From an optimization exercise on the open Yosys and OpenROAD flow, aimed at small area, a short achievable clock period and few clock cycles per item; shortcuts taken in it are not production practice.
RTL that was checked went through simulation tests only; none was proved equivalent to the original.
Power figures rest on the tool's default switching activity, not on a simulated workload.

==> run a <==
## MatrixMultiplier
module MatrixMultiplier(
input   wire            CLK,
input   wire            NRST,  
input   wire            START,
input   wire    [7:0]   A,
input   wire    [7:0]   B,
output  wire    [16:0]  OUT,
output  wire            OUT_STROBE
);
wire run, done, idle;
FSM U1(.CLK(CLK), .NRST(NRST), .START(START), .RUN(run), .DONE(done), .IDLE(idle));
Accumulator U3(.CLK(CLK), .CLR(idle), .HOLD(done), .A(A), .B(B), .OUT(OUT));
assign OUT_STROBE = done;
endmodule
clock: 5.5 ns
lec_check: 0
cap_margin: 20
core_margin: 2
core_utilization: 70
cts_cluster_diameter: 200
cts_cluster_size: 32
setup_slack_margin: 2.0
slew_margin: 20
tns_end_percent: 20
standard.sh (not shown) runs the stock make flow with config.mk's settings and CLKGATE_MAP_FILE= SYNTH_SCRIPT=/design/flow/synth_recipe.tcl, a recipe that flattens the netlist after the stock synthesis.
==> flow/flow/run.sh <==
#!/bin/bash
# Standard ORFS layout with these changes:
#  - flow/fapol.py then picks each full adder's polarity (a full adder is self-dual) and
#    swaps single-output gates for their complements, so that few inverters remain between
#    adders; registers and ports are untouched by both;
#  - the port buffers are buf_1 (sized up by repair as needed) instead of the delay-cell
#    buffer that buffer_ports picks by default.
set -euo pipefail
R=orfs/results/sky130hd/MatrixMultiplier/base
bash standard.sh synth > standard_synth.log 2>&1
cp $R/1_2_yosys.v yosys_netlist_orig.v
python3 flow/unfactor.py yosys_netlist_orig.v netlist_unfactor.v > unfactor.log 2>&1
python3 flow/fapol.py netlist_unfactor.v $R/1_2_yosys.v > fapol.log 2>&1
rm -f $R/1_synth.odb $R/1_synth.sdc
bash standard.sh synth > standard_synth2.log 2>&1
bash standard.sh "BUFFER_PORTS_ARGS=-buffer_cell sky130_fd_sc_hd__buf_1" finish > standard_finish.log 2>&1
Other scripts of this flow, unchanged in this note and not shown: flow/flow/fapol.py, flow/flow/unfactor.py
==> inputs of run b, as changes to run a <==
==> flow/flow/run.sh (replaced) <==
#!/bin/bash
# Standard ORFS layout with these changes:
#  - flow/fapol.py then picks each full adder's polarity (a full adder is self-dual) and
#    swaps single-output gates for their complements, so that few inverters remain between
#    adders; registers and ports are untouched by both;
#  - flow/decomp.py then rebuilds the full adders on the worst paths (by OpenSTA on the
#    netlist) from two XORs and a majority gate, the latest input through one XOR;
#  - the port buffers are buf_1 (sized up by repair as needed) instead of the delay-cell
#    buffer that buffer_ports picks by default.
set -euo pipefail
R=orfs/results/sky130hd/MatrixMultiplier/base
bash standard.sh synth > standard_synth.log 2>&1
cp $R/1_2_yosys.v yosys_netlist_orig.v
python3 flow/unfactor.py yosys_netlist_orig.v netlist_unfactor.v > unfactor.log 2>&1
python3 flow/fapol.py netlist_unfactor.v netlist_fapol.v > fapol.log 2>&1
python3 flow/decomp.py netlist_fapol.v $R/1_2_yosys.v "$FLOW_HOME/platforms/sky130hd" constraint.sdc 16 > decomp.log 2>&1
rm -f $R/1_synth.odb $R/1_synth.sdc
bash standard.sh synth > standard_synth2.log 2>&1
bash standard.sh "BUFFER_PORTS_ARGS=-buffer_cell sky130_fd_sc_hd__buf_1" finish > standard_finish.log 2>&1
==> flow/flow/decomp.py (new file) <==
#!/usr/bin/env python3
"""Rebuild the slowest full adders of a netlist from faster gates.

The sky130 full-adder cell is dense but slow from every input to SUM.  For the adders on
the worst paths (by OpenSTA on the netlist, without wires) this pass builds
SUM = (x ^ y) ^ z and COUT = maj(x, y, z), with z the input that arrives last, so that z
reaches SUM through one XOR.  It repeats while the worst slack improves, up to a limit on
the number of adders rebuilt.  Registers, ports and all other cells are untouched.

usage: decomp.py IN.v OUT.v PLATFORM_DIR SDC [MAX_ADDERS]
"""
import re, sys, subprocess, os, tempfile

inp, outp, plat, sdc = sys.argv[1:5]
lib = plat + '/lib/sky130_fd_sc_hd__tt_025C_1v80.lib'
maxn = int(sys.argv[5]) if len(sys.argv) > 5 else 24
src = open(inp).read()
cell_re = re.compile(r'^(\s*)(sky130_fd_sc_hd__\w+)\s+(\S+)\s*\((.*?)\);\n', re.S | re.M)
pin_re = re.compile(r'\.(\w+)\(\s*(.*?)\s*\)(?=\s*,|\s*$)', re.S)
cells = []
spans = []
for m in cell_re.finditer(src):
    pins = {}
    order = []
    for pm in pin_re.finditer(m.group(4)):
        pins[pm.group(1)] = pm.group(2).strip()
        order.append(pm.group(1))
    cells.append([m.group(2), m.group(3), pins, order])
    spans.append((m.start(), m.end()))
head = src[:spans[0][0]]
tail = src[spans[-1][1]:]
newwires = []

def emit(path):
    out = [head.rstrip('\n') + '\n' + ''.join(f'  wire {w};\n' for w in newwires)]
    for t, n, pins, order in cells:
        body = ',\n'.join(f'    .{p}({pins[p]})' for p in order)
        body = re.sub(r'(\\\S+)\)', r'\1 )', body)
        out.append(f'  {t} {n} (\n{body}\n  );\n')
    out.append(tail)
    open(path, 'w').write(''.join(out))

def esc(n):
    return n if not n.startswith('\\') else n

def sta(path):
    tcl = f'''read_lef {plat}/lef/sky130_fd_sc_hd.tlef
read_lef {plat}/lef/sky130_fd_sc_hd_merged.lef
read_liberty {lib}
read_verilog {path}
link_design MatrixMultiplier
read_sdc {sdc}
puts "WS [worst_slack -max]"
foreach c [get_cells -filter "ref_name =~ sky130_fd_sc_hd__fa_*"] {{
  set nm [get_full_name $c]
  set line "FA $nm"
  foreach p {{A B CIN SUM COUT}} {{
    set pin [get_pins $nm/$p]
    append line " [get_property $pin slack_max] [get_property $pin arrival_max_rise] [get_property $pin arrival_max_fall]"
  }}
  puts $line
}}
'''
    tf = path + '.sta.tcl'
    open(tf, 'w').write(tcl)
    r = subprocess.run(['openroad', '-no_init', '-exit', tf], capture_output=True, text=True)
    log.write(r.stdout + r.stderr)
    ws = None
    fas = {}
    for line in r.stdout.splitlines():
        if line.startswith('WS '):
            ws = float(line.split()[1])
        elif line.startswith('FA '):
            f = line.split()
            name = f[1]
            v = [float(x) for x in f[2:]]
            arr = {p: max(v[3 * k + 1], v[3 * k + 2]) for k, p in enumerate(['A', 'B', 'CIN', 'SUM', 'COUT'])}
            slk = min(v[3 * 3], v[3 * 4])
            fas[name] = (slk, arr)
    return ws, fas

log = open(outp + '.log', 'w')
work = outp + '.tmp.v'
emit(work)
ws, fas = sta(work)
log.write(f'start WS {ws}\n')
print(f'decomp: start worst slack {ws:.3f}', file=sys.stderr)
byname = {c[1]: c for c in cells}
done = 0
k = 0
best = (ws, [list(map(lambda x: x if not isinstance(x, dict) else dict(x), c)) for c in cells], list(newwires))
while done < maxn:
    cand = [(s, n) for n, (s, a) in fas.items() if s < ws + 0.05]
    if not cand:
        break
    cand.sort()
    step = 0
    for s, n in cand:
        if done >= maxn:
            break
        c = byname[n]
        arr = fas[n][1]
        ins = sorted(['A', 'B', 'CIN'], key=lambda p: arr[p])
        x, y, z = (c[2][p] for p in ins)
        s_net, co_net = c[2]['SUM'], c[2]['COUT']
        k += 1
        t = f'_dc_t{k}_'
        newwires.append(t)
        # replace the adder cell in place by three gates
        c[0] = 'sky130_fd_sc_hd__xor2_1'
        c[1] = f'_dc_x{k}_'
        c[2] = {'A': x, 'B': y, 'X': t}
        c[3] = ['A', 'B', 'X']
        cells.append(['sky130_fd_sc_hd__xor2_1', f'_dc_s{k}_', {'A': t, 'B': z, 'X': s_net}, ['A', 'B', 'X']])
        cells.append(['sky130_fd_sc_hd__maj3_1', f'_dc_m{k}_', {'A': x, 'B': z, 'C': y, 'X': co_net}, ['A', 'B', 'C', 'X']])
        del byname[n]
        done += 1
        step += 1
    emit(work)
    ws2, fas2 = sta(work)
    log.write(f'step {step} adders, total {done}: WS {ws2}\n')
    print(f'decomp: {done} adders rebuilt, worst slack {ws2:.3f}', file=sys.stderr)
    if ws2 <= best[0] + 0.005:
        break
    best = (ws2, [[c[0], c[1], dict(c[2]), list(c[3])] for c in cells], list(newwires))
    ws, fas = ws2, fas2
    byname = {c[1]: c for c in cells}
cells = best[1]
newwires = best[2]
emit(outp)
print(f'decomp: kept worst slack {best[0]:.3f}', file=sys.stderr)
os.remove(work)
CORE_UTILIZATION = 60   (was 70)
CTS_CLUSTER_DIAMETER = unset   (was 200)
CTS_CLUSTER_SIZE = unset   (was 32)
TNS_END_PERCENT = unset   (was 20)
==> qor summary <==
quantity	run b	run a
Number of nets in the layout	407	392
Initial standard-cell utilization of the core	0.6332	0.7276
Type of origin of the critical path	flip-flop	input port
Cell area power density	551.5 nW/um^2	556.6 nW/um^2
Final instance area	3323 sq um	3226 sq um
Share of total power consumed by net switching	0.4675	0.4605
Sum of met2 wire segment lengths after detailed routing	2.718 mm	2.824 mm
Final HPWL DP	5.119 mm	4.990 mm
Run status	no timing/DRC/antenna violations	no timing/DRC/antenna violations
FMAX	0.2991 GHz	0.2902 GHz
Placed Cells incl. Taps	394	345
Cell count of the worst reg-to-reg path	10	9
Die Span X	75.07 um	68.48 um
Critical path's largest stage delay	0.51 ns	0.46 ns
Seq. cell area	610.6 sq um	611.8 sq um
Worst setup path endpoint	U3.st_9_0	U3.st_8_1
Power of the sequential group	0.371 mW	0.377 mW
WL met1	3.408 mm	2.799 mm
Transition at the pin with the smallest max-transition slack	0.5306 ns	0.5235 ns
Leak pwr	1.625 nW	1.576 nW
Register clock-pin slew on the reported worst setup and hold paths	0.06 ns	0.07 ns
Amount of wire on met3 after detailed routing	199 um	420 um
Commonest non-fill, non-tap cell in the layout	sky130_fd_sc_hd__and3_1	sky130_fd_sc_hd__fa_1
Worst path arrival time	3.50 ns	3.61 ns
Period utilisation layout	0.6079	0.6266
Fraction of met1 tracks used by global routing	0.3948	0.4154
Cell area after technology mapping	3030 sq um	2910 sq um
Testbench counts of run a, summed over its fixed seeds: cycles 4,800, items 2,400.
Testbench counts of run b, summed over its fixed seeds: cycles 4,800, items 2,400.

========
==> inputs of amber <==
Another version of the RTL of MatrixMultiplier (not shown whole).
clock: 5.5 ns
lec_check: 0
cap_margin: 20
core_margin: 2
core_utilization: 60
setup_slack_margin: 2.0
slew_margin: 20
==> flow/flow/run.sh <==
#!/bin/bash
# Standard ORFS layout with two changes:
#  - after the standard synthesis, flow/fapol.py picks each full adder's polarity (a full
#    adder is self-dual) and swaps single-output gates for their complements, so that few
#    inverters remain between adders; registers are untouched;
#  - the port buffers are buf_1 (sized up by repair as needed) instead of the delay-cell
#    buffer that buffer_ports picks by default.
set -euo pipefail
R=orfs/results/sky130hd/MatrixMultiplier/base
bash standard.sh synth > standard_synth.log 2>&1
cp $R/1_2_yosys.v yosys_netlist_orig.v
python3 flow/fapol.py yosys_netlist_orig.v $R/1_2_yosys.v > fapol.log 2>&1
rm -f $R/1_synth.odb $R/1_synth.sdc
bash standard.sh synth > standard_synth2.log 2>&1
bash standard.sh "BUFFER_PORTS_ARGS=-buffer_cell sky130_fd_sc_hd__buf_1" finish > standard_finish.log 2>&1
Other scripts of this flow, unchanged in this note and not shown: flow/flow/fapol.py
==> fjord: changes against amber <==
--- a/flow/design.v
+++ b/flow/design.v
@@ -1,22 +1,22 @@
 module FSM(
     input  wire CLK,
     input  wire NRST,
     input  wire START,
-    output reg  RUN,      
+    output reg  FIRST,    
     output reg  DONE,     
     output wire IDLE
 );
-assign IDLE = ~RUN;
+assign IDLE = ~FIRST & ~DONE;
 always @(posedge CLK or negedge NRST) begin
     if (!NRST) begin
-        RUN  <= 1'b0;
-        DONE <= 1'b0;
+        FIRST <= 1'b0;
+        DONE  <= 1'b0;
     end else begin
-        RUN  <= RUN | START;
-        DONE <= RUN;
+        FIRST <= IDLE & START;
+        DONE  <= DONE | FIRST;
     end
 end
 endmodule
 module Multiplier(
     input  wire [7:0]  A,
     input  wire [7:0]  B,
@@ -60,13 +60,12 @@
 reg st_13_0;
 reg st_13_1;
 reg st_14_0;
 reg st_14_1;
 reg st_15_0;
 reg st_16_0;
-reg st_16_1;
 wire pp_0_0 = (Ag[0] & B[0]);
 wire pp_0_1 = (Ag[0] & B[1]);
 wire pp_0_2 = (Ag[0] & B[2]);
 wire pp_0_3 = (Ag[0] & B[3]);
 wire pp_0_4 = (Ag[0] & B[4]);
 wire pp_0_5 = (Ag[0] & B[5]);
@@ -184,18 +183,18 @@
 wire s37 = c24 ^ s31 ^ s33;
 wire c38 = (c24 & s31) | (c24 & s33) | (s31 & s33);
 wire s39 = c26 ^ s35 ^ s37;
 wire c40 = (c26 & s35) | (c26 & s37) | (s35 & s37);
 wire s41 = c28 ^ s39;
 wire c42 = c28 & s39;
-wire s43 = sg_7 ^ pp_0_7 ^ pp_1_6;
-wire c44 = (sg_7 & pp_0_7) | (sg_7 & pp_1_6) | (pp_0_7 & pp_1_6);
-wire s45 = pp_2_5 ^ pp_3_4 ^ pp_4_3;
-wire c46 = (pp_2_5 & pp_3_4) | (pp_2_5 & pp_4_3) | (pp_3_4 & pp_4_3);
-wire s47 = pp_5_2 ^ pp_6_1 ^ pp_7_0;
-wire c48 = (pp_5_2 & pp_6_1) | (pp_5_2 & pp_7_0) | (pp_6_1 & pp_7_0);
+wire s43 = pp_0_7 ^ pp_1_6 ^ pp_2_5;
+wire c44 = (pp_0_7 & pp_1_6) | (pp_0_7 & pp_2_5) | (pp_1_6 & pp_2_5);
+wire s45 = pp_3_4 ^ pp_4_3 ^ pp_5_2;
+wire c46 = (pp_3_4 & pp_4_3) | (pp_3_4 & pp_5_2) | (pp_4_3 & pp_5_2);
+wire s47 = pp_6_1 ^ pp_7_0 ^ sg_7;
+wire c48 = (pp_6_1 & pp_7_0) | (pp_6_1 & sg_7) | (pp_7_0 & sg_7);
 wire s49 = c32 ^ c34 ^ s43;
 wire c50 = (c32 & c34) | (c32 & s43) | (c34 & s43);
 wire s51 = s45 ^ s47 ^ c36;
 wire c52 = (s45 & s47) | (s45 & c36) | (s47 & c36);
 wire s53 = c38 ^ s49 ^ s51;
 wire c54 = (c38 & s49) | (c38 & s51) | (s49 & s51);
@@ -204,28 +203,28 @@
 wire s57 = 1'b1 ^ pp_1_7 ^ pp_2_6;
 wire c58 = (1'b1 & pp_1_7) | (1'b1 & pp_2_6) | (pp_1_7 & pp_2_6);
 wire s59 = pp_3_5 ^ pp_4_4 ^ pp_5_3;
 wire c60 = (pp_3_5 & pp_4_4) | (pp_3_5 & pp_5_3) | (pp_4_4 & pp_5_3);
 wire s61 = pp_6_2 ^ pp_7_1 ^ sg_8;
 wire c62 = (pp_6_2 & pp_7_1) | (pp_6_2 & sg_8) | (pp_7_1 & sg_8);
-wire s63 = c44 ^ c46 ^ c48;
-wire c64 = (c44 & c46) | (c44 & c48) | (c46 & c48);
-wire s65 = s57 ^ s59 ^ s61;
-wire c66 = (s57 & s59) | (s57 & s61) | (s59 & s61);
+wire s63 = c44 ^ c46 ^ s57;
+wire c64 = (c44 & c46) | (c44 & s57) | (c46 & s57);
+wire s65 = s59 ^ c48 ^ s61;
+wire c66 = (s59 & c48) | (s59 & s61) | (c48 & s61);
 wire s67 = c50 ^ s63 ^ s65;
 wire c68 = (c50 & s63) | (c50 & s65) | (s63 & s65);
-wire s69 = c52 ^ s67 ^ c54;
-wire c70 = (c52 & s67) | (c52 & c54) | (s67 & c54);
+wire s69 = c52 ^ c54 ^ s67;
+wire c70 = (c52 & c54) | (c52 & s67) | (c54 & s67);
 wire s71 = pp_2_7 ^ pp_3_6 ^ pp_4_5;
 wire c72 = (pp_2_7 & pp_3_6) | (pp_2_7 & pp_4_5) | (pp_3_6 & pp_4_5);
 wire s73 = pp_5_4 ^ pp_6_3 ^ pp_7_2;
 wire c74 = (pp_5_4 & pp_6_3) | (pp_5_4 & pp_7_2) | (pp_6_3 & pp_7_2);
 wire s75 = sg_9 ^ c58 ^ c60;
 wire c76 = (sg_9 & c58) | (sg_9 & c60) | (c58 & c60);
-wire s77 = c62 ^ s71 ^ s73;
-wire c78 = (c62 & s71) | (c62 & s73) | (s71 & s73);
+wire s77 = s71 ^ s73 ^ c62;
+wire c78 = (s71 & s73) | (s71 & c62) | (s73 & c62);
 wire s79 = c64 ^ s75 ^ c66;
 wire c80 = (c64 & s75) | (c64 & c66) | (s75 & c66);
 wire s81 = s77 ^ c68 ^ s79;
 wire c82 = (s77 & c68) | (s77 & s79) | (c68 & s79);
 wire s83 = pp_3_7 ^ pp_4_6 ^ pp_5_5;
 wire c84 = (pp_3_7 & pp_4_6) | (pp_3_7 & pp_5_5) | (pp_4_6 & pp_5_5);
@@ -244,26 +243,26 @@
 wire s97 = s93 ^ c86 ^ c88;
 wire c98 = (s93 & c86) | (s93 & c88) | (c86 & c88);
 wire s99 = s95 ^ c90 ^ s97;
 wire c100 = (s95 & c90) | (s95 & s97) | (c90 & s97);
 wire s101 = pp_5_7 ^ pp_6_6 ^ pp_7_5;
 wire c102 = (pp_5_7 & pp_6_6) | (pp_5_7 & pp_7_5) | (pp_6_6 & pp_7_5);
-wire s103 = c94 ^ sg_12 ^ s101;
-wire c104 = (c94 & sg_12) | (c94 & s101) | (sg_12 & s101);
+wire s103 = sg_12 ^ c94 ^ s101;
+wire c104 = (sg_12 & c94) | (sg_12 & s101) | (c94 & s101);
 wire s105 = c96 ^ s103 ^ c98;
 wire c106 = (c96 & s103) | (c96 & c98) | (s103 & c98);
-wire s107 = pp_6_7 ^ pp_7_6 ^ c102;
-wire c108 = (pp_6_7 & pp_7_6) | (pp_6_7 & c102) | (pp_7_6 & c102);
-wire s109 = sg_13 ^ c104 ^ s107;
-wire c110 = (sg_13 & c104) | (sg_13 & s107) | (c104 & s107);
+wire s107 = pp_6_7 ^ pp_7_6 ^ sg_13;
+wire c108 = (pp_6_7 & pp_7_6) | (pp_6_7 & sg_13) | (pp_7_6 & sg_13);
+wire s109 = c102 ^ s107 ^ c104;
+wire c110 = (c102 & s107) | (c102 & c104) | (s107 & c104);
 wire s111 = pp_7_7 ^ sg_14 ^ c108;
 wire c112 = (pp_7_7 & sg_14) | (pp_7_7 & c108) | (sg_14 & c108);
 wire s113 = 1'b1 ^ sg_15 ^ c112;
 wire c114 = (1'b1 & sg_15) | (1'b1 & c112) | (sg_15 & c112);
-wire s115 = 1'b1 ^ sg_16;
-wire c116 = 1'b1 & sg_16;
+wire s115 = 1'b1 ^ sg_16 ^ c114;
+wire c116 = (1'b1 & sg_16) | (1'b1 & c114) | (sg_16 & c114);
 always @(posedge CLK) begin
     st_0_0 <= sg_0;
     st_0_1 <= pp_0_0;
     st_1_0 <= s1;
     st_2_0 <= s5;
     st_3_0 <= s11;
@@ -273,30 +272,29 @@
     st_6_0 <= c30;
     st_6_1 <= s41;
     st_7_0 <= s53;
     st_7_1 <= s55;
     st_8_0 <= c56;
     st_8_1 <= s69;
-    st_9_0 <= s81;
-    st_9_1 <= c70;
+    st_9_0 <= c70;
+    st_9_1 <= s81;
     st_10_0 <= c82;
     st_10_1 <= s91;
     st_11_0 <= c92;
     st_11_1 <= s99;
     st_12_0 <= c100;
     st_12_1 <= s105;
     st_13_0 <= s109;
     st_13_1 <= c106;
-    st_14_0 <= c110;
-    st_14_1 <= s111;
+    st_14_0 <= s111;
+    st_14_1 <= c110;
     st_15_0 <= s113;
     st_16_0 <= s115;
-    st_16_1 <= c114;
 end
 wire [16:0] r0 = {st_16_0, st_15_0, st_14_0, st_13_0, st_12_0, st_11_0, st_10_0, st_9_0, st_8_0, st_7_0, st_6_0, st_5_0, st_4_0, st_3_0, st_2_0, st_1_0, st_0_0};
-wire [16:0] r1 = {st_16_1, 1'b0, st_14_1, st_13_1, st_12_1, st_11_1, st_10_1, st_9_1, st_8_1, st_7_1, st_6_1, st_5_1, 1'b0, 1'b0, 1'b0, 1'b0, st_0_1};
+wire [16:0] r1 = {1'b0, 1'b0, st_14_1, st_13_1, st_12_1, st_11_1, st_10_1, st_9_1, st_8_1, st_7_1, st_6_1, st_5_1, 1'b0, 1'b0, 1'b0, 1'b0, st_0_1};
 wire [16:0] r2 = {1'b0, 1'b0, 1'b0, 1'b0, 1'b0, 1'b0, 1'b0, 1'b0, 1'b0, 1'b0, 1'b0, 1'b0, 1'b0, 1'b0, 1'b0, 1'b0, 1'b0};
 assign OUTv = r0 + r1;
 assign OUT = OUTv;
 endmodule
 module MatrixMultiplier(
 input   wire            CLK,
@@ -304,11 +302,11 @@
 input   wire            START,
 input   wire    [7:0]   A,
 input   wire    [7:0]   B,
 output  wire    [16:0]  OUT,
 output  wire            OUT_STROBE
 );
-wire run, done, idle;
-FSM U1(.CLK(CLK), .NRST(NRST), .START(START), .RUN(run), .DONE(done), .IDLE(idle));
+wire first, done, idle;
+FSM U1(.CLK(CLK), .NRST(NRST), .START(START), .FIRST(first), .DONE(done), .IDLE(idle));
 Accumulator U3(.CLK(CLK), .CLR(idle), .HOLD(done), .A(A), .B(B), .OUT(OUT));
 assign OUT_STROBE = done;
 endmodule
==> onyx: changes against amber <==
--- a/flow/design.v
+++ b/flow/design.v
@@ -60,13 +60,12 @@
 reg st_13_0;
 reg st_13_1;
 reg st_14_0;
 reg st_14_1;
 reg st_15_0;
 reg st_16_0;
-reg st_16_1;
 wire pp_0_0 = (Ag[0] & B[0]);
 wire pp_0_1 = (Ag[0] & B[1]);
 wire pp_0_2 = (Ag[0] & B[2]);
 wire pp_0_3 = (Ag[0] & B[3]);
 wire pp_0_4 = (Ag[0] & B[4]);
 wire pp_0_5 = (Ag[0] & B[5]);
@@ -184,18 +183,18 @@
 wire s37 = c24 ^ s31 ^ s33;
 wire c38 = (c24 & s31) | (c24 & s33) | (s31 & s33);
 wire s39 = c26 ^ s35 ^ s37;
 wire c40 = (c26 & s35) | (c26 & s37) | (s35 & s37);
 wire s41 = c28 ^ s39;
 wire c42 = c28 & s39;
-wire s43 = sg_7 ^ pp_0_7 ^ pp_1_6;
-wire c44 = (sg_7 & pp_0_7) | (sg_7 & pp_1_6) | (pp_0_7 & pp_1_6);
-wire s45 = pp_2_5 ^ pp_3_4 ^ pp_4_3;
-wire c46 = (pp_2_5 & pp_3_4) | (pp_2_5 & pp_4_3) | (pp_3_4 & pp_4_3);
-wire s47 = pp_5_2 ^ pp_6_1 ^ pp_7_0;
-wire c48 = (pp_5_2 & pp_6_1) | (pp_5_2 & pp_7_0) | (pp_6_1 & pp_7_0);
+wire s43 = pp_0_7 ^ pp_1_6 ^ pp_2_5;
+wire c44 = (pp_0_7 & pp_1_6) | (pp_0_7 & pp_2_5) | (pp_1_6 & pp_2_5);
+wire s45 = pp_3_4 ^ pp_4_3 ^ pp_5_2;
+wire c46 = (pp_3_4 & pp_4_3) | (pp_3_4 & pp_5_2) | (pp_4_3 & pp_5_2);
+wire s47 = pp_6_1 ^ pp_7_0 ^ sg_7;
+wire c48 = (pp_6_1 & pp_7_0) | (pp_6_1 & sg_7) | (pp_7_0 & sg_7);
 wire s49 = c32 ^ c34 ^ s43;
 wire c50 = (c32 & c34) | (c32 & s43) | (c34 & s43);
 wire s51 = s45 ^ s47 ^ c36;
 wire c52 = (s45 & s47) | (s45 & c36) | (s47 & c36);
 wire s53 = c38 ^ s49 ^ s51;
 wire c54 = (c38 & s49) | (c38 & s51) | (s49 & s51);
@@ -204,28 +203,28 @@
 wire s57 = 1'b1 ^ pp_1_7 ^ pp_2_6;
 wire c58 = (1'b1 & pp_1_7) | (1'b1 & pp_2_6) | (pp_1_7 & pp_2_6);
 wire s59 = pp_3_5 ^ pp_4_4 ^ pp_5_3;
 wire c60 = (pp_3_5 & pp_4_4) | (pp_3_5 & pp_5_3) | (pp_4_4 & pp_5_3);
 wire s61 = pp_6_2 ^ pp_7_1 ^ sg_8;
 wire c62 = (pp_6_2 & pp_7_1) | (pp_6_2 & sg_8) | (pp_7_1 & sg_8);
-wire s63 = c44 ^ c46 ^ c48;
-wire c64 = (c44 & c46) | (c44 & c48) | (c46 & c48);
-wire s65 = s57 ^ s59 ^ s61;
-wire c66 = (s57 & s59) | (s57 & s61) | (s59 & s61);
+wire s63 = c44 ^ c46 ^ s57;
+wire c64 = (c44 & c46) | (c44 & s57) | (c46 & s57);
+wire s65 = s59 ^ c48 ^ s61;
+wire c66 = (s59 & c48) | (s59 & s61) | (c48 & s61);
 wire s67 = c50 ^ s63 ^ s65;
 wire c68 = (c50 & s63) | (c50 & s65) | (s63 & s65);
-wire s69 = c52 ^ s67 ^ c54;
-wire c70 = (c52 & s67) | (c52 & c54) | (s67 & c54);
+wire s69 = c52 ^ c54 ^ s67;
+wire c70 = (c52 & c54) | (c52 & s67) | (c54 & s67);
 wire s71 = pp_2_7 ^ pp_3_6 ^ pp_4_5;
 wire c72 = (pp_2_7 & pp_3_6) | (pp_2_7 & pp_4_5) | (pp_3_6 & pp_4_5);
 wire s73 = pp_5_4 ^ pp_6_3 ^ pp_7_2;
 wire c74 = (pp_5_4 & pp_6_3) | (pp_5_4 & pp_7_2) | (pp_6_3 & pp_7_2);
 wire s75 = sg_9 ^ c58 ^ c60;
 wire c76 = (sg_9 & c58) | (sg_9 & c60) | (c58 & c60);
-wire s77 = c62 ^ s71 ^ s73;
-wire c78 = (c62 & s71) | (c62 & s73) | (s71 & s73);
+wire s77 = s71 ^ s73 ^ c62;
+wire c78 = (s71 & s73) | (s71 & c62) | (s73 & c62);
 wire s79 = c64 ^ s75 ^ c66;
 wire c80 = (c64 & s75) | (c64 & c66) | (s75 & c66);
 wire s81 = s77 ^ c68 ^ s79;
 wire c82 = (s77 & c68) | (s77 & s79) | (c68 & s79);
 wire s83 = pp_3_7 ^ pp_4_6 ^ pp_5_5;
 wire c84 = (pp_3_7 & pp_4_6) | (pp_3_7 & pp_5_5) | (pp_4_6 & pp_5_5);
@@ -244,26 +243,26 @@
 wire s97 = s93 ^ c86 ^ c88;
 wire c98 = (s93 & c86) | (s93 & c88) | (c86 & c88);
 wire s99 = s95 ^ c90 ^ s97;
 wire c100 = (s95 & c90) | (s95 & s97) | (c90 & s97);
 wire s101 = pp_5_7 ^ pp_6_6 ^ pp_7_5;
 wire c102 = (pp_5_7 & pp_6_6) | (pp_5_7 & pp_7_5) | (pp_6_6 & pp_7_5);
-wire s103 = c94 ^ sg_12 ^ s101;
-wire c104 = (c94 & sg_12) | (c94 & s101) | (sg_12 & s101);
+wire s103 = sg_12 ^ c94 ^ s101;
+wire c104 = (sg_12 & c94) | (sg_12 & s101) | (c94 & s101);
 wire s105 = c96 ^ s103 ^ c98;
 wire c106 = (c96 & s103) | (c96 & c98) | (s103 & c98);
-wire s107 = pp_6_7 ^ pp_7_6 ^ c102;
-wire c108 = (pp_6_7 & pp_7_6) | (pp_6_7 & c102) | (pp_7_6 & c102);
-wire s109 = sg_13 ^ c104 ^ s107;
-wire c110 = (sg_13 & c104) | (sg_13 & s107) | (c104 & s107);
+wire s107 = pp_6_7 ^ pp_7_6 ^ sg_13;
+wire c108 = (pp_6_7 & pp_7_6) | (pp_6_7 & sg_13) | (pp_7_6 & sg_13);
+wire s109 = c102 ^ s107 ^ c104;
+wire c110 = (c102 & s107) | (c102 & c104) | (s107 & c104);
 wire s111 = pp_7_7 ^ sg_14 ^ c108;
 wire c112 = (pp_7_7 & sg_14) | (pp_7_7 & c108) | (sg_14 & c108);
 wire s113 = 1'b1 ^ sg_15 ^ c112;
 wire c114 = (1'b1 & sg_15) | (1'b1 & c112) | (sg_15 & c112);
-wire s115 = 1'b1 ^ sg_16;
-wire c116 = 1'b1 & sg_16;
+wire s115 = 1'b1 ^ sg_16 ^ c114;
+wire c116 = (1'b1 & sg_16) | (1'b1 & c114) | (sg_16 & c114);
 always @(posedge CLK) begin
     st_0_0 <= sg_0;
     st_0_1 <= pp_0_0;
     st_1_0 <= s1;
     st_2_0 <= s5;
     st_3_0 <= s11;
@@ -273,30 +272,29 @@
     st_6_0 <= c30;
     st_6_1 <= s41;
     st_7_0 <= s53;
     st_7_1 <= s55;
     st_8_0 <= c56;
     st_8_1 <= s69;
-    st_9_0 <= s81;
-    st_9_1 <= c70;
+    st_9_0 <= c70;
+    st_9_1 <= s81;
     st_10_0 <= c82;
     st_10_1 <= s91;
     st_11_0 <= c92;
     st_11_1 <= s99;
     st_12_0 <= c100;
     st_12_1 <= s105;
     st_13_0 <= s109;
     st_13_1 <= c106;
-    st_14_0 <= c110;
-    st_14_1 <= s111;
+    st_14_0 <= s111;
+    st_14_1 <= c110;
     st_15_0 <= s113;
     st_16_0 <= s115;
-    st_16_1 <= c114;
 end
 wire [16:0] r0 = {st_16_0, st_15_0, st_14_0, st_13_0, st_12_0, st_11_0, st_10_0, st_9_0, st_8_0, st_7_0, st_6_0, st_5_0, st_4_0, st_3_0, st_2_0, st_1_0, st_0_0};
-wire [16:0] r1 = {st_16_1, 1'b0, st_14_1, st_13_1, st_12_1, st_11_1, st_10_1, st_9_1, st_8_1, st_7_1, st_6_1, st_5_1, 1'b0, 1'b0, 1'b0, 1'b0, st_0_1};
+wire [16:0] r1 = {1'b0, 1'b0, st_14_1, st_13_1, st_12_1, st_11_1, st_10_1, st_9_1, st_8_1, st_7_1, st_6_1, st_5_1, 1'b0, 1'b0, 1'b0, 1'b0, st_0_1};
 wire [16:0] r2 = {1'b0, 1'b0, 1'b0, 1'b0, 1'b0, 1'b0, 1'b0, 1'b0, 1'b0, 1'b0, 1'b0, 1'b0, 1'b0, 1'b0, 1'b0, 1'b0, 1'b0};
 assign OUTv = r0 + r1;
 assign OUT = OUTv;
 endmodule
 module MatrixMultiplier(
 input   wire            CLK,
==> run summary <==
quantity	onyx	amber	fjord
Outcome	no timing/DRC/antenna violations	no timing/DRC/antenna violations	no timing/DRC/antenna violations
Number of multi-input combinational cells in the layout	227	243	242
Floorplan Core Area	0.00472 mm2	0.00504 mm2	0.00479 mm2
Width of the die	74.1 um	75.8 um	74.9 um
Post-CTS Setup Bufs	0	1	2
Sequential cell count	30	31	30
Area of all placed cells without fillers	0.00327 mm2	0.00348 mm2	0.00354 mm2
Number of instances resized during post-cts repair	3	6	13
Internal power	0.960 mW	0.999 mW	1.11 mW
Signal inverters	8	8	9
Overall Power	1.78 mW	1.83 mW	2.09 mW
Combinational Power	1.21 mW	1.27 mW	1.51 mW
Source of the critical timing path	A[4]	A[0]	U1.DONE$_DFF_PN0_
Clock network area share	2.80%	2.62%	2.58%
Met2 Routed Length	2580 um	2710 um	3180 um
Sum of routed wire length over all layers	5940 um	6280 um	6830 um
Proportion of power drawn by flip-flops and latches	21.0%	21.0%	19.0%
Vias after detailed routing	1972	2122	2266
Effective utilization at floorplan	62.5%	61.3%	63.0%
Testbench counts of onyx, summed over its fixed seeds: cycles 4,800, items 2,400.
No functional check of the RTL was part of amber and fjord.

-- port drivers added, routing unchanged --
The flow's constraints put no driver on any port. The routed layouts listed below were extracted and timed again, unchanged, in two steps. Step 1 sets driving cells, clkbuf_16 on the clock port and buf_2 on the other inputs (assumed; they add their load-dependent delay and slew). Step 2 adds t to the input delays and takes it off the output delays; t is the mean of the earliest and latest rising clock arrival at the registers after step 1. Input paths then give back, and output paths get back, about the clock's delay inside the block. Slacks: no drivers / after step 1 / after step 2; pairs: no drivers / after step 1.
| run | shift t [ns] | slack for setup (ns) | worst setup path at the end |
|---|---|---|---|
| run a | 0.303 | 2.054 / 2.060 / 1.757 | input to register |
| run b | 0.305 | 2.156 / 2.156 / 1.910 | input to register |
| amber | 0.306 | 2.060 / 2.051 / 1.758 | input to register |
| fjord | 0.304 | 2.032 / 2.032 / 1.801 | input to register |
| onyx | 0.315 | 2.113 / 2.118 / 1.803 | input to register |
After both steps every run listed still meets setup and hold. For onyx, which loses most, drivers alone change the setup slack by +0.005 ns; drivers and shift together by -0.310 ns.
